From an optimization exercise on the open Yosys and OpenROAD flow, aimed at small area, a short achievable clock period and few clock cycles; shortcuts taken in it are not production practice.
Function was checked by simulation only, so behaviour that the tests miss may differ from the original.
Power and IR drop assume default switching activity.

===== flow/run.sh =====
#!/bin/bash
# synth_recipe.tcl (not shown) runs the flow's synth.tcl, then flattens the netlist and writes it again
# the make line also repeats each setting of config.mk as NAME=value (left out here)
make -C /OpenROAD-flow-scripts/flow DESIGN_CONFIG=/design/flow/config.mk WORK_HOME=/design/flow/orfs CLKGATE_MAP_FILE= SYNTH_SCRIPT=/design/flow/synth_recipe.tcl finish

===== flow/config.mk =====
export PLATFORM = sky130hd
export DESIGN_NAME = RV32core
export DESIGN_NICKNAME = RV32core
export VERILOG_FILES = /design/flow/design.v
export SDC_FILE = /design/flow/constraint.sdc
export NUM_CORES = 4
export LEC_CHECK = 0
export CAP_MARGIN = 20
export CORE_MARGIN = 2
export CORE_UTILIZATION = 40
export SLEW_MARGIN = 20

===== flow/constraint.sdc =====
create_clock -name core_clock -period 13.0 [get_ports {clk}]
set_input_delay 2.6000 -clock core_clock [delete_from_list [all_inputs] [get_ports {clk}]]
set_output_delay 2.6000 -clock core_clock [all_outputs]
set_load 0.01 [all_outputs]

===== flow/design.v =====
`timescale 1ns / 1ps
module REG32(
                    input clk,
					input rst,
					input CE,
					input [31:0]D,
					output reg[31:0]Q
					);
	always @(posedge clk or posedge rst)
		if (rst==1)  Q <= 32'h00000000;
		else if (CE) Q <= D;
endmodule
`timescale 1ns / 1ps
module add_32(    input [31:0] a, 
				  input [31:0] b, 
				  output [31:0]c
    );
    assign c=a+b;
endmodule
`timescale 1ns / 1ps
module cmp_32(  input [31:0] a,
                input [31:0] b,
                input [2:0] ctrl,
                output c
    );
    parameter cmp_EQ  = 3'b001;
    parameter cmp_NE  = 3'b010;
    parameter cmp_LT  = 3'b011;
    parameter cmp_LTU = 3'b100;
    parameter cmp_GE  = 3'b101;
    parameter cmp_GEU = 3'b110;
    wire res_EQ  = a == b;
    wire res_NE  = ~res_EQ;
    wire res_LT  = (a[31] & ~b[31]) || (~(a[31] ^ b[31]) && a < b);
    wire res_LTU = a < b;
    wire res_GE  = ~res_LT;
    wire res_GEU = ~res_LTU;
    wire EQ  = ctrl == cmp_EQ ; 
    wire NE  = ctrl == cmp_NE ; 
    wire LT  = ctrl == cmp_LT ; 
    wire LTU = ctrl == cmp_LTU;
    wire GE  = ctrl == cmp_GE ; 
    wire GEU = ctrl == cmp_GEU;
    assign c = EQ  & res_EQ  |
               NE  & res_NE  |
               LT  & res_LT  |
               LTU & res_LTU |
               GE  & res_GE  |
               GEU & res_GEU ;
endmodule
`timescale 1ns / 1ps
module MUX2T1_32(input[31:0]I0,
				 input[31:0]I1,
				 input s,
				 output[31:0]o
    );
    assign o = s ? I1 : I0;
endmodule
`timescale 1ns / 1ps
module MUX4T1_32(
    input [1:0]s,
    input [31:0]I0, I1, I2, I3,
    output [31:0]o
    );
    wire s0 = s == 2'b00;
    wire s1 = s == 2'b01;
    wire s2 = s == 2'b10;
    wire s3 = s == 2'b11;
    assign o =  {32{s0}} & I0 |
                {32{s1}} & I1 |
                {32{s2}} & I2 |
                {32{s3}} & I3 ;
endmodule
`timescale 1ns / 1ps
module ALU(
    input[31:0] A, B,
    input[3:0] Control,
    output[31:0] res,
    output zero, overflow
);
    parameter ALU_ADD  = 4'b0001;
    parameter ALU_SUB  = 4'b0010;
    parameter ALU_AND  = 4'b0011;
    parameter ALU_OR   = 4'b0100;
    parameter ALU_XOR  = 4'b0101;
    parameter ALU_SLL  = 4'b0110;
    parameter ALU_SRL  = 4'b0111;
    parameter ALU_SLT  = 4'b1000;
    parameter ALU_SLTU = 4'b1001;
    parameter ALU_SRA  = 4'b1010;
    parameter ALU_Ap4  = 4'b1011;
    parameter ALU_Bout = 4'b1100;
    wire[4:0] shamt = B[4:0];
    wire[32:0] res_subu = {1'b0,A} - {1'b0,B};
    wire[31:0] res_ADD  = A + B;
    wire[31:0] res_SUB  = A - B;
    wire[31:0] res_AND  = A & B;
    wire[31:0] res_OR   = A | B;
    wire[31:0] res_XOR  = A ^ B;
    wire[31:0] res_SLL  = A << shamt;
    wire[31:0] res_SRL  = A >> shamt;
    wire add_of = A[31] & B[31] & ~res_ADD[31] |  
                  ~A[31] & ~B[31] & res_ADD[31];  
    wire sub_of = ~A[31] & B[31] & res_SUB[31] |  
                  A[31] & ~B[31] & ~res_SUB[31];  
    wire[31:0] res_SLT  = {31'b0, res_SUB[31] ^ sub_of};
    wire[31:0] res_SLTU = {31'b0, res_subu[32]};
    wire[31:0] res_SRA  = {{32{A[31]}}, A} >> shamt;
    wire[31:0] res_Ap4  = A + 4;
    wire[31:0] res_Bout = B;
    wire ADD  = Control == ALU_ADD ;
    wire SUB  = Control == ALU_SUB ;
    wire AND  = Control == ALU_AND ;
    wire OR   = Control == ALU_OR  ;
    wire XOR  = Control == ALU_XOR ;
    wire SLL  = Control == ALU_SLL ;
    wire SRL  = Control == ALU_SRL ;
    wire SLT  = Control == ALU_SLT ;
    wire SLTU = Control == ALU_SLTU;
    wire SRA  = Control == ALU_SRA ;
    wire Ap4  = Control == ALU_Ap4 ;
    wire Bout = Control == ALU_Bout;
    assign zero = ~|res;
    assign overflow = (Control == ALU_ADD && add_of) | 
                    (Control == ALU_SUB && sub_of);
    assign res = {32{ADD }} & res_ADD  |
                 {32{SUB }} & res_SUB  |
                 {32{AND }} & res_AND  |
                 {32{OR  }} & res_OR   |
                 {32{XOR }} & res_XOR  |
                 {32{SLL }} & res_SLL  |
                 {32{SRL }} & res_SRL  |
                 {32{SLT }} & res_SLT  |
                 {32{SLTU}} & res_SLTU |
                 {32{SRA }} & res_SRA  |
                 {32{Ap4 }} & res_Ap4  |
                 {32{Bout}} & res_Bout ;
endmodule
`timescale 1ns / 1ps
module ImmGen(
            input  wire [2:0] ImmSel,
            input  wire [31:0] inst_field,
            output[31:0] Imm_out
    );
    parameter Imm_type_I = 3'b001;
    parameter Imm_type_B = 3'b010;
    parameter Imm_type_J = 3'b011;
    parameter Imm_type_S = 3'b100;
    parameter Imm_type_U = 3'b101;
    wire I = ImmSel == Imm_type_I;
    wire B = ImmSel == Imm_type_B;
    wire J = ImmSel == Imm_type_J;
    wire S = ImmSel == Imm_type_S;
    wire U = ImmSel == Imm_type_U;
    wire[31:0] Imm_I = {{20{inst_field[31]}}, inst_field[31:20]};
    wire[31:0] Imm_B = {{20{inst_field[31]}}, inst_field[7], inst_field[30:25], inst_field[11:8], 1'b0};
    wire[31:0] Imm_J = {{12{inst_field[31]}}, inst_field[19:12], inst_field[20], inst_field[30:21],1'b0};
    wire[31:0] Imm_S = {{20{inst_field[31]}}, inst_field[31:25], inst_field[11:7]};
    wire[31:0] Imm_U = {inst_field[31:12], 12'b0};
    assign Imm_out = {32{I}} & Imm_I |
                     {32{B}} & Imm_B |
                     {32{J}} & Imm_J |
                     {32{S}} & Imm_S |
                     {32{U}} & Imm_U ;
endmodule
`timescale 1ns / 1ps
module CtrlUnit(
    input[31:0] inst,
    input cmp_res,
    output Branch, ALUSrc_A, ALUSrc_B, DatatoReg, RegWrite, mem_w,
        MIO, rs1use, rs2use,
    output [1:0] hazard_optype,
    output [2:0] ImmSel, cmp_ctrl,
    output [3:0] ALUControl,
    output JALR
);
    wire[6:0] funct7 = inst[31:25];
    wire[2:0] funct3 = inst[14:12];
    wire[6:0] opcode = inst[6:0];
    wire Rop = opcode == 7'b0110011;
    wire Iop = opcode == 7'b0010011;
    wire Bop = opcode == 7'b1100011;
    wire Lop = opcode == 7'b0000011;
    wire Sop = opcode == 7'b0100011;
    wire funct7_0  = funct7 == 7'h0;
    wire funct7_32 = funct7 == 7'h20;
    wire funct3_0 = funct3 == 3'h0;
    wire funct3_1 = funct3 == 3'h1;
    wire funct3_2 = funct3 == 3'h2;
    wire funct3_3 = funct3 == 3'h3;
    wire funct3_4 = funct3 == 3'h4;
    wire funct3_5 = funct3 == 3'h5;
    wire funct3_6 = funct3 == 3'h6;
    wire funct3_7 = funct3 == 3'h7;
    wire ADD  = Rop & funct3_0 & funct7_0;
    wire SUB  = Rop & funct3_0 & funct7_32;
    wire SLL  = Rop & funct3_1 & funct7_0;
    wire SLT  = Rop & funct3_2 & funct7_0;
    wire SLTU = Rop & funct3_3 & funct7_0;
    wire XOR  = Rop & funct3_4 & funct7_0;
    wire SRL  = Rop & funct3_5 & funct7_0;
    wire SRA  = Rop & funct3_5 & funct7_32;
    wire OR   = Rop & funct3_6 & funct7_0;
    wire AND  = Rop & funct3_7 & funct7_0;
    wire ADDI  = Iop & funct3_0;	
    wire SLTI  = Iop & funct3_2;
    wire SLTIU = Iop & funct3_3;
    wire XORI  = Iop & funct3_4;
    wire ORI   = Iop & funct3_6;
    wire ANDI  = Iop & funct3_7;
    wire SLLI  = Iop & funct3_1 & funct7_0;
    wire SRLI  = Iop & funct3_5 & funct7_0;
    wire SRAI  = Iop & funct3_5 & funct7_32;
    wire BEQ = Bop & funct3_0;
    wire BNE = Bop & funct3_1;
    wire BLT = Bop & funct3_4;
    wire BGE = Bop & funct3_5;
    wire BLTU = Bop & funct3_6;
    wire BGEU = Bop & funct3_7;
    wire LB =  Lop & funct3_0;
    wire LH =  Lop & funct3_1;
    wire LW =  Lop & funct3_2;
    wire LBU = Lop & funct3_4;
    wire LHU = Lop & funct3_5;
    wire SB = Sop & funct3_0;
    wire SH = Sop & funct3_1;
    wire SW = Sop & funct3_2;
    wire LUI   = opcode == 7'b0110111;
    wire AUIPC = opcode == 7'b0010111;
    wire JAL  =  opcode == 7'b1101111;
    assign JALR = (opcode == 7'b1100111) && funct3_0;
    wire R_valid = AND | OR | ADD | XOR | SLL | SRL | SRA | SUB | SLT | SLTU;
    wire I_valid = ANDI | ORI | ADDI | XORI | SLLI | SRLI | SRAI | SLTI | SLTIU;
    wire B_valid = BEQ | BNE | BLT | BGE | BLTU | BGEU;
    wire L_valid = LW | LH | LB | LHU | LBU;
    wire S_valid = SW | SH | SB;
    assign Branch = JAL | JALR | B_valid & cmp_res;
    parameter Imm_type_I = 3'b001;
    parameter Imm_type_B = 3'b010;
    parameter Imm_type_J = 3'b011;
    parameter Imm_type_S = 3'b100;
    parameter Imm_type_U = 3'b101;
    assign ImmSel = {3{I_valid | JALR | L_valid}} & Imm_type_I |
                    {3{B_valid}}                  & Imm_type_B |
                    {3{JAL}}                      & Imm_type_J |
                    {3{S_valid}}                  & Imm_type_S |
                    {3{LUI | AUIPC}}              & Imm_type_U ;
    parameter cmp_EQ  = 3'b001;
    parameter cmp_NE  = 3'b010;
    parameter cmp_LT  = 3'b011;
    parameter cmp_LTU = 3'b100;
    parameter cmp_GE  = 3'b101;
    parameter cmp_GEU = 3'b110;
    assign cmp_ctrl = {3{BEQ }} & cmp_EQ  |
                      {3{BNE }} & cmp_NE  |
                      {3{BLT }} & cmp_LT  |
                      {3{BLTU}} & cmp_LTU |
                      {3{BGE }} & cmp_GE  |
                      {3{BGEU}} & cmp_GEU ;
    assign ALUSrc_A = JAL | JALR | AUIPC;
    assign ALUSrc_B = I_valid | L_valid | S_valid | LUI | AUIPC;
    parameter ALU_ADD  = 4'b0001;
    parameter ALU_SUB  = 4'b0010;
    parameter ALU_AND  = 4'b0011;
    parameter ALU_OR   = 4'b0100;
    parameter ALU_XOR  = 4'b0101;
    parameter ALU_SLL  = 4'b0110;
    parameter ALU_SRL  = 4'b0111;
    parameter ALU_SLT  = 4'b1000;
    parameter ALU_SLTU = 4'b1001;
    parameter ALU_SRA  = 4'b1010;
    parameter ALU_Ap4  = 4'b1011;
    parameter ALU_Bout = 4'b1100;
    assign ALUControl = {4{ADD | ADDI | L_valid | S_valid | AUIPC}} & ALU_ADD  |
                        {4{SUB}}                                    & ALU_SUB  |
                        {4{AND | ANDI}}                             & ALU_AND  |
                        {4{OR | ORI}}                               & ALU_OR   |
                        {4{XOR | XORI}}                             & ALU_XOR  |
                        {4{SLL | SLLI}}                             & ALU_SLL  |
                        {4{SRL | SRLI}}                             & ALU_SRL  |
                        {4{SLT | SLTI}}                             & ALU_SLT  |
                        {4{SLTU | SLTIU}}                           & ALU_SLTU |
                        {4{SRA | SRAI}}                             & ALU_SRA  |
                        {4{JAL | JALR}}                             & ALU_Ap4  |
                        {4{LUI}}                                    & ALU_Bout ;
    assign DatatoReg = L_valid;
    assign RegWrite = R_valid | I_valid | JAL | JALR | L_valid | LUI | AUIPC;
    assign mem_w = S_valid;
    assign MIO = L_valid | S_valid;
    assign rs1use = R_valid | I_valid | B_valid | JALR | L_valid | S_valid ;
    assign rs2use = R_valid | B_valid | S_valid;
    parameter hazard_optype_ALU = 2'd1;
    parameter hazard_optype_LOAD = 2'd2;
    parameter hazard_optype_STORE = 2'd3;
    assign hazard_optype = {2{R_valid | I_valid | JAL | JALR | LUI | AUIPC}} & hazard_optype_ALU  | 
                            {2{L_valid}}                                     & hazard_optype_LOAD |
                            {2{S_valid}}                                     & hazard_optype_STORE;
endmodule
`timescale 1ns / 1ps
module     Regs(input clk,
				input rst,
				input [4:0] R_addr_A, 
				input [4:0] R_addr_B, 
				input [4:0] Wt_addr, 
				input [31:0]Wt_data, 
				input L_S, 
				output [31:0] rdata_A, 
				output [31:0] rdata_B,
				input [4:0] Debug_addr,          
				output[31:0] Debug_regs         
			  );
reg [31:0] register [1:31]; 				 
integer i;
	assign rdata_A = (R_addr_A == 0)? 0 : register[R_addr_A]; 	  
	assign rdata_B = (R_addr_B == 0)? 0 : register[R_addr_B];     
	always @(negedge clk )          
      begin
		if (rst==1) 	 begin 			 
		    for (i=1; i<32; i=i+1)
		    register[i] <= 0;	 
		end 
		else begin
		     if ((Wt_addr != 0) && (L_S == 1)) 	 
		     register[Wt_addr] <= Wt_data;
		end
	end
    assign Debug_regs = (Debug_addr == 0) ? 0 : register[Debug_addr];                
endmodule
`timescale 1ps/1ps
module HazardDetectionUnit(
    input clk,
    input Branch_ID, rs1use_ID, rs2use_ID,
    input[1:0] hazard_optype_ID,
    input[4:0] rd_EXE, rd_MEM, rs1_ID, rs2_ID, rs2_EXE,
    input cmu_stall,
    output PC_EN_IF, reg_FD_EN, reg_FD_stall, reg_FD_flush,
        reg_DE_EN, reg_DE_flush, reg_EM_EN, reg_EM_flush, reg_MW_EN,
    output forward_ctrl_ls,
    output[1:0] forward_ctrl_A, forward_ctrl_B
);
    assign reg_FD_EN = ~cmu_stall;
    assign reg_DE_EN = ~cmu_stall;
    assign reg_EM_EN = ~cmu_stall;
    assign reg_MW_EN = ~cmu_stall;
    assign reg_EM_flush = 0;
    reg[1:0] hazard_optype_EXE, hazard_optype_MEM;
    always@(posedge clk) begin
        hazard_optype_MEM <= hazard_optype_EXE & {2{~reg_EM_flush}};
        hazard_optype_EXE <= hazard_optype_ID & {2{~reg_DE_flush}};
    end
    parameter hazard_optype_ALU = 2'd1;
    parameter hazard_optype_LOAD = 2'd2;
    parameter hazard_optype_STORE = 2'd3;
    wire rs1_forward_1     = rs1use_ID && rs1_ID == rd_EXE && rd_EXE && hazard_optype_EXE == hazard_optype_ALU;
    wire rs1_forward_stall = rs1use_ID && rs1_ID == rd_EXE && rd_EXE && hazard_optype_EXE == hazard_optype_LOAD;
    wire rs1_forward_2     = rs1use_ID && rs1_ID == rd_MEM && rd_MEM && hazard_optype_MEM == hazard_optype_ALU;
    wire rs1_forward_3     = rs1use_ID && rs1_ID == rd_MEM && rd_MEM && hazard_optype_MEM == hazard_optype_LOAD;
    wire rs2_forward_1     = rs2use_ID && rs2_ID == rd_EXE && rd_EXE && hazard_optype_EXE == hazard_optype_ALU;
    wire rs2_forward_stall = rs2use_ID && rs2_ID == rd_EXE && rd_EXE && hazard_optype_EXE == hazard_optype_LOAD
                             && hazard_optype_ID != hazard_optype_STORE;
    wire rs2_forward_2     = rs2use_ID && rs2_ID == rd_MEM && rd_MEM && hazard_optype_MEM == hazard_optype_ALU;
    wire rs2_forward_3     = rs2use_ID && rs2_ID == rd_MEM && rd_MEM && hazard_optype_MEM == hazard_optype_LOAD;
    wire load_stall = rs1_forward_stall | rs2_forward_stall;
    assign PC_EN_IF = ~load_stall & ~cmu_stall;
    assign reg_FD_stall = load_stall;
    assign reg_FD_flush = Branch_ID;
    assign reg_DE_flush = load_stall;
    assign forward_ctrl_A = rs1_forward_1 ? 2'd1 :
                            rs1_forward_2 ? 2'd2 :
                            rs1_forward_3 ? 2'd3 : 2'd0;
    assign forward_ctrl_B = rs2_forward_1 ? 2'd1 :
                            rs2_forward_2 ? 2'd2 :
                            rs2_forward_3 ? 2'd3 : 2'd0;
    assign forward_ctrl_ls = rs2_EXE == rd_MEM && rd_MEM && hazard_optype_EXE == hazard_optype_STORE
                            && hazard_optype_MEM == hazard_optype_LOAD;
endmodule
`timescale 1ns / 1ps
module    REG_IF_ID(input clk,                                       
                    input rst,
                    input EN,                                       
                    input Data_stall,                               
                    input flush,                                    
                    input [31:0] PCOUT,                             
                    input [31:0] IR,                                
                    output reg[31:0] IR_ID,                         
                    output reg[31:0] PCurrent_ID                    
                );
    always @(posedge clk) begin
        if(rst) begin
             IR_ID <= 32'h00000000;                            
             PCurrent_ID <= 32'h00000000;                     
            end
        else if(EN)begin
                if(Data_stall)begin
                    IR_ID <= IR_ID;                           
                    PCurrent_ID <= PCurrent_ID;  end          
                else if(flush)begin
                        IR_ID <= 32'h00000013;               
                        PCurrent_ID <= PCurrent_ID;  end     
                else begin
                        IR_ID <= IR;                        
                        PCurrent_ID <= PCOUT;  end          
            end
            else begin
                IR_ID <= IR_ID;
                PCurrent_ID <= PCurrent_ID;
            end
    end
endmodule
`timescale 1ns / 1ps
module    REG_ID_EX(input clk,                                          
                    input rst,
                    input EN,                                           
                    input flush,                                        
                    input [31:0] IR_ID,                                 
                    input [31:0] PCurrent_ID,                           
                    input [4:0] rs1_addr,                                
                    input [4:0] rs2_addr,                                
                    input [31:0] rs1_data,                              
                    input [31:0] rs2_data,                              
                    input [31:0] Imm32,                                 
                    input [4:0]  rd_addr,                               
                    input ALUSrc_A,                              
                    input ALUSrc_B,                              
                    input [3:0]  ALUC,                                  
                    input DatatoReg,                             
                    input RegWrite,                                     
                    input WR,                                          
                    input [2:0] u_b_h_w,
                    input MIO,
                    output reg[31:0] PCurrent_EX,                      
                    output reg[31:0] IR_EX,                             
                    output reg[4:0]  rs1_EX,
                    output reg[4:0]  rs2_EX,
                    output reg[31:0] A_EX,                              
                    output reg[31:0] B_EX,                              
                    output reg[31:0] Imm32_EX,                           
                    output reg[4:0]  rd_EX,                            
                    output reg       ALUSrc_A_EX,                       
                    output reg       ALUSrc_B_EX,                       
                    output reg[3:0]  ALUC_EX,                           
                    output reg       DatatoReg_EX,                      
                    output reg       RegWrite_EX,                      
                    output reg       WR_EX,                             
                    output reg[2:0]  u_b_h_w_EX,
                    output reg       MIO_EX
                );
    always @(posedge clk ) begin                            
    if(rst) begin
        rd_EX        <= 0;
        RegWrite_EX  <= 0;
        WR_EX        <= 0;
        IR_EX        <= 32'h00000000;
        PCurrent_EX  <= 32'h00000000 ;
        rs1_EX       <= 0;
        rs2_EX       <= 0;
        MIO_EX       <= 0;
    end
    else if(EN)begin
            if(flush)begin                                
                IR_EX       <= 32'h00000000;              
                rd_EX       <= 0;                         
                RegWrite_EX <= 0;                         
                WR_EX       <= 0;                         
                PCurrent_EX <= PCurrent_ID;               
                MIO_EX       <= 0;
            end
            else begin                                    
                PCurrent_EX <= PCurrent_ID;               
                IR_EX       <= IR_ID;                     
                A_EX        <= rs1_data;                  
                B_EX        <= rs2_data;                  
                Imm32_EX    <= Imm32;                     
                rd_EX       <= rd_addr;                   
                rs1_EX      <= rs1_addr;
                rs2_EX      <= rs2_addr;
                ALUSrc_A_EX <= ALUSrc_A;                  
                ALUSrc_B_EX <= ALUSrc_B;                  
                ALUC_EX     <= ALUC;                      
                DatatoReg_EX<= DatatoReg;                
                RegWrite_EX <= RegWrite;                  
                WR_EX       <= WR;                        
                u_b_h_w_EX    <= u_b_h_w;
                MIO_EX       <= MIO;
                end
        end
    end
endmodule
`timescale 1ns / 1ps
module   REG_EX_MEM(input clk,                                       
                    input rst,
                    input EN,                                        
                    input flush,                                     
                    input [31:0] IR_EX,                              
                    input [31:0] PCurrent_EX,                        
                    input [31:0] ALUO_EX,                            
                    input [31:0] B_EX,                               
                    input [4:0]  rd_EX,                              
                    input DatatoReg_EX,                       
                    input RegWrite_EX,                               
                    input WR_EX,                                     
                    input[2:0] u_b_h_w_EX,
                    input MIO_EX,
                    output reg[31:0] PCurrent_MEM,                   
                    output reg[31:0] IR_MEM,                         
                    output reg[31:0] ALUO_MEM,                       
                    output reg[31:0] Datao_MEM,                      
                    output reg[4:0]  rd_MEM,                         
                    output reg       DatatoReg_MEM,                  
                    output reg       RegWrite_MEM,                   
                    output reg       WR_MEM,                          
                    output reg[2:0]  u_b_h_w_MEM,
                    output reg       MIO_MEM
                );
    always @(posedge clk) begin
        if(rst) begin
            IR_MEM       <= 0;
            PCurrent_MEM <= 0;
            rd_MEM       <= 0;
            RegWrite_MEM <= 0;
            WR_MEM       <= 0;
            MIO_MEM      <= 0;
        end
        else if(EN) begin                                       
                IR_MEM       <= IR_EX;
                PCurrent_MEM <= PCurrent_EX;                   
                ALUO_MEM     <= ALUO_EX;                       
                Datao_MEM    <= B_EX;                          
                DatatoReg_MEM <= DatatoReg_EX;                       
                RegWrite_MEM  <= RegWrite_EX;                  
                WR_MEM        <= WR_EX;                        
                rd_MEM        <= rd_EX;                        
                u_b_h_w_MEM   <= u_b_h_w_EX;
                MIO_MEM       <= MIO_EX;
        end
    end
endmodule
`timescale 1ns / 1ps
module   REG_MEM_WB(input clk,                                       
                    input rst,
                    input EN,                                       
                    input [31:0] IR_MEM,                              
                    input [31:0] PCurrent_MEM,                       
                    input [31:0] ALUO_MEM,                            
                    input [31:0] Datai,                               
                    input [4:0]  rd_MEM,                             
                    input DatatoReg_MEM,                       
                    input RegWrite_MEM,                              
                    output reg[31:0] PCurrent_WB,                  
                    output reg[31:0] IR_WB,                         
                    output reg[31:0] ALUO_WB,                       
                    output reg[31:0] MDR_WB,                        
                    output reg[4:0]  rd_WB,                        
                    output reg       DatatoReg_WB,                  
                    output reg       RegWrite_WB                   
                );
    always @(posedge clk) begin
        if(rst) begin
            rd_WB       <= 0;
            RegWrite_WB <= 0;
            IR_WB       <= 0;
            PCurrent_WB <= 0;
        end
        else if(EN)begin                                       
                IR_WB       <= IR_MEM;
                PCurrent_WB <= PCurrent_MEM;             
                ALUO_WB     <= ALUO_MEM;                     
                MDR_WB      <= Datai;                      
                rd_WB       <= rd_MEM;                        
                RegWrite_WB <= RegWrite_MEM;            
                DatatoReg_WB <= DatatoReg_MEM;           
            end
    end
endmodule
`timescale 1ns / 1ps
module  RV32core(
        input clk,                   
        input rst,                   
        output[29:0] imem_addr,      
        input [31:0] imem_data,      
        output[29:0] dmem_addr,      
        output       dmem_we,        
        output[3:0]  dmem_wstrb,     
        output[31:0] dmem_wdata,     
        input [31:0] dmem_rdata      
	);
    wire Branch_ctrl, JALR, RegWrite_ctrl, mem_w_ctrl, MIO_ctrl,
        ALUSrc_A_ctrl, ALUSrc_B_ctrl, DatatoReg_ctrl, rs1use_ctrl, rs2use_ctrl;
    wire[1:0] hazard_optype_ctrl;
    wire[2:0] ImmSel_ctrl, cmp_ctrl;
    wire[3:0] ALUControl_ctrl;
    wire forward_ctrl_ls;
    wire[1:0] forward_ctrl_A, forward_ctrl_B;
	wire PC_EN_IF;
	wire [31:0] PC_IF, next_PC_IF, PC_4_IF, inst_IF;
    wire reg_FD_EN,reg_FD_stall,reg_FD_flush, cmp_res_ID;
    wire [31:0] jump_PC_ID, PC_ID, inst_ID, Debug_regs, rs1_data_reg, rs2_data_reg,
        Imm_out_ID, rs1_data_ID, rs2_data_ID, addA_ID;
    wire reg_DE_EN, reg_DE_flush, RegWrite_EXE, mem_w_EXE, MIO_EXE,
        ALUSrc_A_EXE, ALUSrc_B_EXE, ALUzero_EXE, ALUoverflow_EXE, DatatoReg_EXE;
    wire[2:0] u_b_h_w_EXE;
    wire[3:0] ALUControl_EXE;
    wire[4:0] rs1_EXE, rs2_EXE, rd_EXE;
    wire[31:0] ALUout_EXE, PC_EXE, inst_EXE, rs1_data_EXE, rs2_data_EXE, Imm_EXE,
        ALUA_EXE, ALUB_EXE, Dataout_EXE;
    wire reg_EM_EN, reg_EM_flush, RegWrite_MEM, DatatoReg_MEM, mem_w_MEM, MIO_MEM;
    wire[2:0] u_b_h_w_MEM;
    wire[4:0] rd_MEM;
    wire[31:0] ALUout_MEM, PC_MEM, inst_MEM, Dataout_MEM, Datain_MEM;
    wire reg_MW_EN, RegWrite_WB, DatatoReg_WB;
    wire[4:0] rd_WB;
    wire [31:0] wt_data_WB, PC_WB, inst_WB, ALUout_WB, Datain_WB;
	REG32 REG_PC(.clk(clk),.rst(rst),.CE(PC_EN_IF),.D(next_PC_IF),.Q(PC_IF));
    add_32 add_IF(.a(PC_IF),.b(32'd4),.c(PC_4_IF));
    MUX2T1_32 mux_IF(.I0(PC_4_IF),.I1(jump_PC_ID),.s(Branch_ctrl),.o(next_PC_IF));
    assign imem_addr = PC_IF[31:2];
    assign inst_IF = imem_data;
    REG_IF_ID reg_IF_ID(.clk(clk),.rst(rst),.EN(reg_FD_EN),.Data_stall(reg_FD_stall),
        .flush(reg_FD_flush),.PCOUT(PC_IF),.IR(inst_IF),
        .IR_ID(inst_ID),.PCurrent_ID(PC_ID));
    CtrlUnit ctrl(.inst(inst_ID),.cmp_res(cmp_res_ID),.Branch(Branch_ctrl),.ALUSrc_A(ALUSrc_A_ctrl),
        .ALUSrc_B(ALUSrc_B_ctrl),.DatatoReg(DatatoReg_ctrl),.RegWrite(RegWrite_ctrl),
        .mem_w(mem_w_ctrl),.MIO(MIO_ctrl),.rs1use(rs1use_ctrl),.rs2use(rs2use_ctrl),
        .hazard_optype(hazard_optype_ctrl),.ImmSel(ImmSel_ctrl),.cmp_ctrl(cmp_ctrl),
        .ALUControl(ALUControl_ctrl),.JALR(JALR));
    Regs register(.clk(clk),.rst(rst),.L_S(RegWrite_WB),.R_addr_A(inst_ID[19:15]),
        .R_addr_B(inst_ID[24:20]),.rdata_A(rs1_data_reg),.rdata_B(rs2_data_reg),
        .Wt_addr(rd_WB),.Wt_data(wt_data_WB),
        .Debug_addr(5'd0),.Debug_regs(Debug_regs));
    ImmGen imm_gen(.ImmSel(ImmSel_ctrl),.inst_field(inst_ID),.Imm_out(Imm_out_ID));
    MUX4T1_32 mux_forward_A(.I0(rs1_data_reg),.I1(ALUout_EXE),.I2(ALUout_MEM),.I3(Datain_MEM),
        .s(forward_ctrl_A),.o(rs1_data_ID));
    MUX4T1_32 mux_forward_B(.I0(rs2_data_reg),.I1(ALUout_EXE),.I2(ALUout_MEM),.I3(Datain_MEM),
        .s(forward_ctrl_B),.o(rs2_data_ID));
    MUX2T1_32 mux_branch_ID(.I0(PC_ID),.I1(rs1_data_ID),.s(JALR),.o(addA_ID));
    add_32 add_branch_ID(.a(addA_ID),.b(Imm_out_ID),.c(jump_PC_ID));
    cmp_32 cmp_ID(.a(rs1_data_ID),.b(rs2_data_ID),.ctrl(cmp_ctrl),.c(cmp_res_ID));
    HazardDetectionUnit hazard_unit(.clk(clk),.Branch_ID(Branch_ctrl),.rs1use_ID(rs1use_ctrl),
        .rs2use_ID(rs2use_ctrl),.hazard_optype_ID(hazard_optype_ctrl),.rd_EXE(rd_EXE),
        .rd_MEM(rd_MEM),.rs1_ID(inst_ID[19:15]),.rs2_ID(inst_ID[24:20]),.rs2_EXE(rs2_EXE),.cmu_stall(1'b0),
        .PC_EN_IF(PC_EN_IF),.reg_FD_EN(reg_FD_EN),.reg_FD_stall(reg_FD_stall),
        .reg_FD_flush(reg_FD_flush),.reg_DE_EN(reg_DE_EN),.reg_DE_flush(reg_DE_flush),
        .reg_EM_EN(reg_EM_EN),.reg_EM_flush(reg_EM_flush),.reg_MW_EN(reg_MW_EN),
        .forward_ctrl_ls(forward_ctrl_ls),.forward_ctrl_A(forward_ctrl_A),
        .forward_ctrl_B(forward_ctrl_B));
    REG_ID_EX reg_ID_EX(.clk(clk),.rst(rst),.EN(reg_DE_EN),.flush(reg_DE_flush),.IR_ID(inst_ID),
		.PCurrent_ID(PC_ID),.rs1_addr(inst_ID[19:15]),.rs2_addr(inst_ID[24:20]),.rs1_data(rs1_data_ID),
		.rs2_data(rs2_data_ID),.Imm32(Imm_out_ID),.rd_addr(inst_ID[11:7]),.ALUSrc_A(ALUSrc_A_ctrl),
		.ALUSrc_B(ALUSrc_B_ctrl),.ALUC(ALUControl_ctrl),.DatatoReg(DatatoReg_ctrl),
        .RegWrite(RegWrite_ctrl),.WR(mem_w_ctrl),.u_b_h_w(inst_ID[14:12]),.MIO(MIO_ctrl),
        .PCurrent_EX(PC_EXE),.IR_EX(inst_EXE),.rs1_EX(rs1_EXE),.rs2_EX(rs2_EXE),
        .A_EX(rs1_data_EXE),.B_EX(rs2_data_EXE),.Imm32_EX(Imm_EXE),.rd_EX(rd_EXE),
        .ALUSrc_A_EX(ALUSrc_A_EXE),.ALUSrc_B_EX(ALUSrc_B_EXE),.ALUC_EX(ALUControl_EXE),
        .DatatoReg_EX(DatatoReg_EXE),.RegWrite_EX(RegWrite_EXE),.WR_EX(mem_w_EXE),
        .u_b_h_w_EX(u_b_h_w_EXE),.MIO_EX(MIO_EXE));
    MUX2T1_32 mux_A_EXE(.I0(rs1_data_EXE),.I1(PC_EXE),.s(ALUSrc_A_EXE),.o(ALUA_EXE));
    MUX2T1_32 mux_B_EXE(.I0(rs2_data_EXE),.I1(Imm_EXE),.s(ALUSrc_B_EXE),.o(ALUB_EXE));
    ALU alu(.A(ALUA_EXE),.B(ALUB_EXE),.Control(ALUControl_EXE),
        .res(ALUout_EXE),.zero(ALUzero_EXE),.overflow(ALUoverflow_EXE));
    MUX2T1_32 mux_forward_EXE(.I0(rs2_data_EXE),.I1(Datain_MEM),.s(forward_ctrl_ls),.o(Dataout_EXE));
    REG_EX_MEM reg_EXE_MEM(.clk(clk),.rst(rst),.EN(reg_EM_EN),.flush(reg_EM_flush),
        .IR_EX(inst_EXE),.PCurrent_EX(PC_EXE),.ALUO_EX(ALUout_EXE),.B_EX(Dataout_EXE),
        .rd_EX(rd_EXE),.DatatoReg_EX(DatatoReg_EXE),.RegWrite_EX(RegWrite_EXE),
        .WR_EX(mem_w_EXE),.u_b_h_w_EX(u_b_h_w_EXE),.MIO_EX(MIO_EXE),
        .PCurrent_MEM(PC_MEM),.IR_MEM(inst_MEM),.ALUO_MEM(ALUout_MEM),.Datao_MEM(Dataout_MEM),
        .rd_MEM(rd_MEM),.DatatoReg_MEM(DatatoReg_MEM),.RegWrite_MEM(RegWrite_MEM),
        .WR_MEM(mem_w_MEM),.u_b_h_w_MEM(u_b_h_w_MEM),.MIO_MEM(MIO_MEM));
    wire[1:0] byte_off = ALUout_MEM[1:0];
    wire is_b = u_b_h_w_MEM[1:0] == 2'b00;
    wire is_h = u_b_h_w_MEM[1:0] == 2'b01;
    assign dmem_addr  = ALUout_MEM[31:2];
    assign dmem_we    = mem_w_MEM;
    assign dmem_wstrb = is_b ? (4'b0001 << byte_off) :
                        is_h ? (byte_off[1] ? 4'b1100 : 4'b0011) : 4'b1111;
    assign dmem_wdata = is_b ? {4{Dataout_MEM[7:0]}} :
                        is_h ? {2{Dataout_MEM[15:0]}} : Dataout_MEM;
    wire[7:0]  ld_byte = dmem_rdata >> {byte_off, 3'b000};
    wire[15:0] ld_half = byte_off[1] ? dmem_rdata[31:16] : dmem_rdata[15:0];
    assign Datain_MEM = is_b ? {{24{~u_b_h_w_MEM[2] & ld_byte[7]}}, ld_byte} :
                        is_h ? {{16{~u_b_h_w_MEM[2] & ld_half[15]}}, ld_half} : dmem_rdata;
    REG_MEM_WB reg_MEM_WB(.clk(clk),.rst(rst),.EN(reg_MW_EN),.IR_MEM(inst_MEM),
        .PCurrent_MEM(PC_MEM),.ALUO_MEM(ALUout_MEM),.Datai(Datain_MEM),.rd_MEM(rd_MEM),
        .DatatoReg_MEM(DatatoReg_MEM),.RegWrite_MEM(RegWrite_MEM),
        .PCurrent_WB(PC_WB),.IR_WB(inst_WB),.ALUO_WB(ALUout_WB),.MDR_WB(Datain_WB),
        .rd_WB(rd_WB),.DatatoReg_WB(DatatoReg_WB),.RegWrite_WB(RegWrite_WB));
    MUX2T1_32 mux_WB(.I0(ALUout_WB),.I1(Datain_WB),.s(DatatoReg_WB),.o(wt_data_WB));
endmodule

==> results.py <==
metrics = {
    "synth": {
        "syn_inst": 6915,
        "ys_ff_latch": 1420,
        "seq_area_frac_synth_pct": 50.0,
        "synth_cell_types": 106,
        "async_reset_ff_share_pct": 2.25,
        "synth_ff_type": "edfxtp_1",
        "syn_area_um2": 82500,
        "ys_warn_count": 7,
        "syn_avg_cell_area_um2": 11.9,
        "synth_edf_count": 1263,
    },
    "pwr": {
        "power_density_nw_per_um2": 143,
        "ir_worst_vdd_mv": 0.147,
        "combPwrFrac_pct": 18.0,
        "p_leak_uw": 0.0400,
        "clockPowerShare_pct": 42.8,
        "power.internal_uw": 9270,
        "switching_power_uw": 4730,
        "p_seq_share_pct": 39.2,
        "swShare_pct": 33.8,
    },
    "floorplan": {
        "chipHeight_um": 458,
        "core_area_um2": 205000,
        "die-area_um2": 210000,
        "start_util_pct": 40.3,
        "rows": 166,
        "pin_count": 163,
        "die_w_um": 458,
    },
    "worst_setup_path": {
        "worstSetupPathType": "flip-flop to flip-flop",
        "crit_required_ns": 13.71,
        "arrival_ns": 13.50,
        "cp_max_fo": 82,
        "cp-start-kind": "flip-flop",
        "cp-end-kind": "flip-flop",
    },
    "clock_tree": {
        "clk_pin_slew_ns": 0.08,
        "post_cts_buffers": 0,
        "cts_buffer_depth": 3,
        "cts-root-buf": "clkbuf_16",
        "cts_tree": "yes",
        "hold_buffers": 0,
        "clk_latency_ns": 0.88,
        "htreeDepth": 4,
        "ctsResizeCount": 0,
        "cts_sinks": 1420,
        "numCtsBuffers": 159,
    },
    "grt": {
        "grt-ovfl-total": 0,
        "antenna_found_initial": 9,
        "grt_pass1_vias": 67154,
        "grt_pass1_wl_mm": 475,
        "grt_max_degree": 113,
        "grt_usage_pct": 31.6,
    },
    "drt": {
        "vias_per_cell": 6.31,
        "wirelength_mm": 341,
        "drt-pass1-iter-count": 9,
        "drcViolationCount": 0,
        "wire_per_inst_um": 31.7,
        "drt_iter0_drc": 9793,
        "postRouteAntennaNets": 0,
        "vias": 67888,
    },
    "placement": {
        "gp_congestion": 1.00,
        "dp_hpwl_mm": 222,
        "numPortBuffers": 162,
    },
    "sta": {
        "skew_ns": 0.109,
        "rsz0062_at_grt": "false",
        "timing.hold.ws_ns": 0.347,
        "setup_viol": 0,
        "fin_setup_tns_ns": 0,
        "slew-limit-headroom_pct": 13.3,
        "hold_viol": 0,
        "tightest_slew_ns": 1.29,
        "slew_viol_final": 0,
    },
    "finish": {
        "fin_util_pct": 47.8,
        "drive_above_1_share_pct": 17.7,
        "syn_to_final_growth_pct": 18.5,
        "nNetsFinal": 8169,
        "fillCellCount": 18303,
    },
    "status": {
        "status": "finished clean",
    },
    "job": {
        "max_cap_violations": 0,
    },
    "worst_hold_path": {
        "min-delay-path-class": "flip-flop to flip-flop",
    },
}
worst max-delay path, stage by stage, from the launching register on:
cell,delay (ns)
edfxtp_1,0.37
mux4_2,0.50
mux4_2,0.61
nor2_1,0.14
nor3_1,0.09
a221oi_1,0.41
o21ai_1,0.44
ha_1,0.44
and4_1,0.25
nand3_1,0.25
nor4_1,0.75
buf_4,0.23
xnor2_1,0.11
nor2_1,0.06
a21oi_1,0.11
o21ai_0,0.09
buf_4,0.16
o22ai_4,0.21
buf_12,0.36
buf_4,0.29
nand3_1,0.11
a21oi_1,0.18
state kept, by name, summed over array words and instances, names as in the netlist, 2 cells and up:
| signal | flops |
|---|---|
| REG_PC.Q | 32 |
| hazard_unit.hazard_optype_EXE | 2 |
| hazard_unit.hazard_optype_MEM | 2 |
| reg_EXE_MEM.ALUO_MEM | 32 |
| reg_EXE_MEM.Datao_MEM | 32 |
| reg_EXE_MEM.rd_MEM | 5 |
| reg_EXE_MEM.u_b_h_w_MEM | 3 |
| reg_ID_EX.ALUC_EX | 4 |
| reg_ID_EX.A_EX | 32 |
| reg_ID_EX.B_EX | 32 |
| reg_ID_EX.Imm32_EX | 32 |
| reg_ID_EX.PCurrent_EX | 32 |
| reg_ID_EX.rd_EX | 5 |
| reg_ID_EX.rs2_EX | 5 |
| reg_ID_EX.u_b_h_w_EX | 3 |
| reg_IF_ID.IR_ID | 32 |
| reg_IF_ID.PCurrent_ID | 32 |
| reg_MEM_WB.ALUO_WB | 32 |
| reg_MEM_WB.MDR_WB | 32 |
| reg_MEM_WB.rd_WB | 5 |
| register.register | 1024 |
Yosys cell counts (50+ instances only):
| cell type | n | area, um2 |
|---|---|---|
| nor2_1 | 1284 | 4820 |
| edfxtp_1 | 1263 | 37900 |
| mux4_2 | 579 | 13000 |
| nand2_1 | 482 | 1810 |
| clkbuf_1 | 437 | 1640 |
| a21oi_1 | 347 | 1740 |
| mux2i_1 | 292 | 2920 |
| inv_1 | 179 | 672 |
| o21ai_0 | 169 | 846 |
| ha_1 | 163 | 2040 |
| dfxtp_1 | 125 | 2500 |
| mux2_2 | 112 | 1260 |
| nand3_1 | 98 | 490 |
| nor2b_1 | 92 | 576 |
| nor3_1 | 90 | 450 |
| a221oi_1 | 85 | 744 |
| a21o_1 | 76 | 571 |
| buf_2 | 69 | 345 |
| buf_1 | 67 | 251 |
| xnor2_1 | 56 | 490 |
| o22ai_1 | 51 | 319 |
| buf_4 | 50 | 375 |
logic make-up (layout without fill, tap and decap cells):
group | after synthesis | count (layout) | share of synthesized area (%)
xor gates and xnor gates | 82 | 82 | 0.871
buffers and inverters | 822 | 1940 | 4.16
other | 1 | 35 | 0.00455
adders and majority gates | 166 | 166 | 2.54
DFF | 1420 | 1420 | 50.0
AOI/OAI and AO/OA | 1172 | 1172 | 9.62
muxes | 1001 | 1001 | 21.3
and+or+nand+nor | 2251 | 2251 | 11.6
routing by layer:
layer  vias to the layer above  track usage (%)  part of all wire, %
met1                     33871             39.8                   36
met2                      4990             47.3                   45
met3                       881             10.2                   13
met5                         -                0                0.010
met4                         4             19.6                  6.5
li1                      28142                -                    -
cell type report:
type / instances / area, um2 / area share [%]
Sequential cell: 1420 / 41300 / 42.2
Multi-Input combinational cell: 4704 / 38600 / 39.5
Timing Repair Buffer: 439 / 4470 / 4.57
Antenna cell: 3 / 7.51 / 0.00768
Tap cell: 2688 / 3360 / 3.44
Inverter: 189 / 717 / 0.733
Clock inverter: 1134 / 5110 / 5.23
Clock buffer: 178 / 4240 / 4.33
worst paths after layout:
check                                                       from                          endpoint  slack (ns)  depth (start not counted)
worst max-delay path                    register.register[15][9]               reg_IF_ID.IR_ID[21]        0.22                         21
worst min-delay path            hazard_unit.hazard_optype_EXE[0]  hazard_unit.hazard_optype_MEM[0]        0.35                          0
worst max register to register          register.register[15][9]               reg_IF_ID.IR_ID[21]        0.22                         21
worst min register to register  hazard_unit.hazard_optype_EXE[0]  hazard_unit.hazard_optype_MEM[0]        0.35                          0
max in group asynchronous                                    rst                       REG_PC.Q[2]       10.30                          3
min in group asynchronous                                    rst                       REG_PC.Q[0]        2.22                          3
through the flow:
step / instances / instance area [um2] / worst slack (ns) / power [uW]
2_1_floorplan: 6946 / 82600 / 0.699 / 7320
3_3_place_gp: 9424 / 88000 / 0.456 / 8380
3_5_place_dp: 9432 / 88200 / 0.404 / 8420
4_1_cts: 10743 / 97600 / 0.363 / 14000
5_1_grt: 10753 / 97800 / 0.0511 / 14600
6_report: 10755 / 97800 / 0.218 / 14000
cells in the final DEF (no fill, tap or decap), types with 37 or more instances in the layout:
| cell type | instances |
|---|---|
| ha_1 | 163 |
| a21oi_1 | 346 |
| mux4_2 | 579 |
| nor3_1 | 86 |
| nand2b_1 | 38 |
| nand2_2 | 63 |
| o22ai_1 | 50 |
| o221ai_1 | 48 |
| a221oi_1 | 85 |
| o21ai_0 | 168 |
| dfxtp_1 | 115 |
| o211ai_1 | 37 |
| mux2i_4 | 41 |
| clkbuf_16 | 168 |
| nand2_1 | 420 |
| clkdlybuf4s50_1 | 161 |
| a21o_1 | 76 |
| buf_12 | 38 |
| buf_4 | 223 |
| mux2i_1 | 257 |
| mux2_2 | 112 |
| a211oi_1 | 48 |
| a31oi_1 | 37 |
| inv_1 | 1225 |
| nor2b_1 | 90 |
| nand3_1 | 98 |
| xnor2_1 | 56 |
| nor2_1 | 1280 |
| edfxtp_1 | 1263 |
power groups by stage:
stage                     Clock [uW]  Sequential [uW]  Combinational (uW)
after floorplan                  466             5400                1450
after global placement           466             5530                2390
after detailed placement         466             5540                2420
after CTS                       6070             5480                2430
after global routing            6500             5490                2610
final                           6000             5490                2520
Testbench counts, summed over its fixed seeds: cycles 100,157.
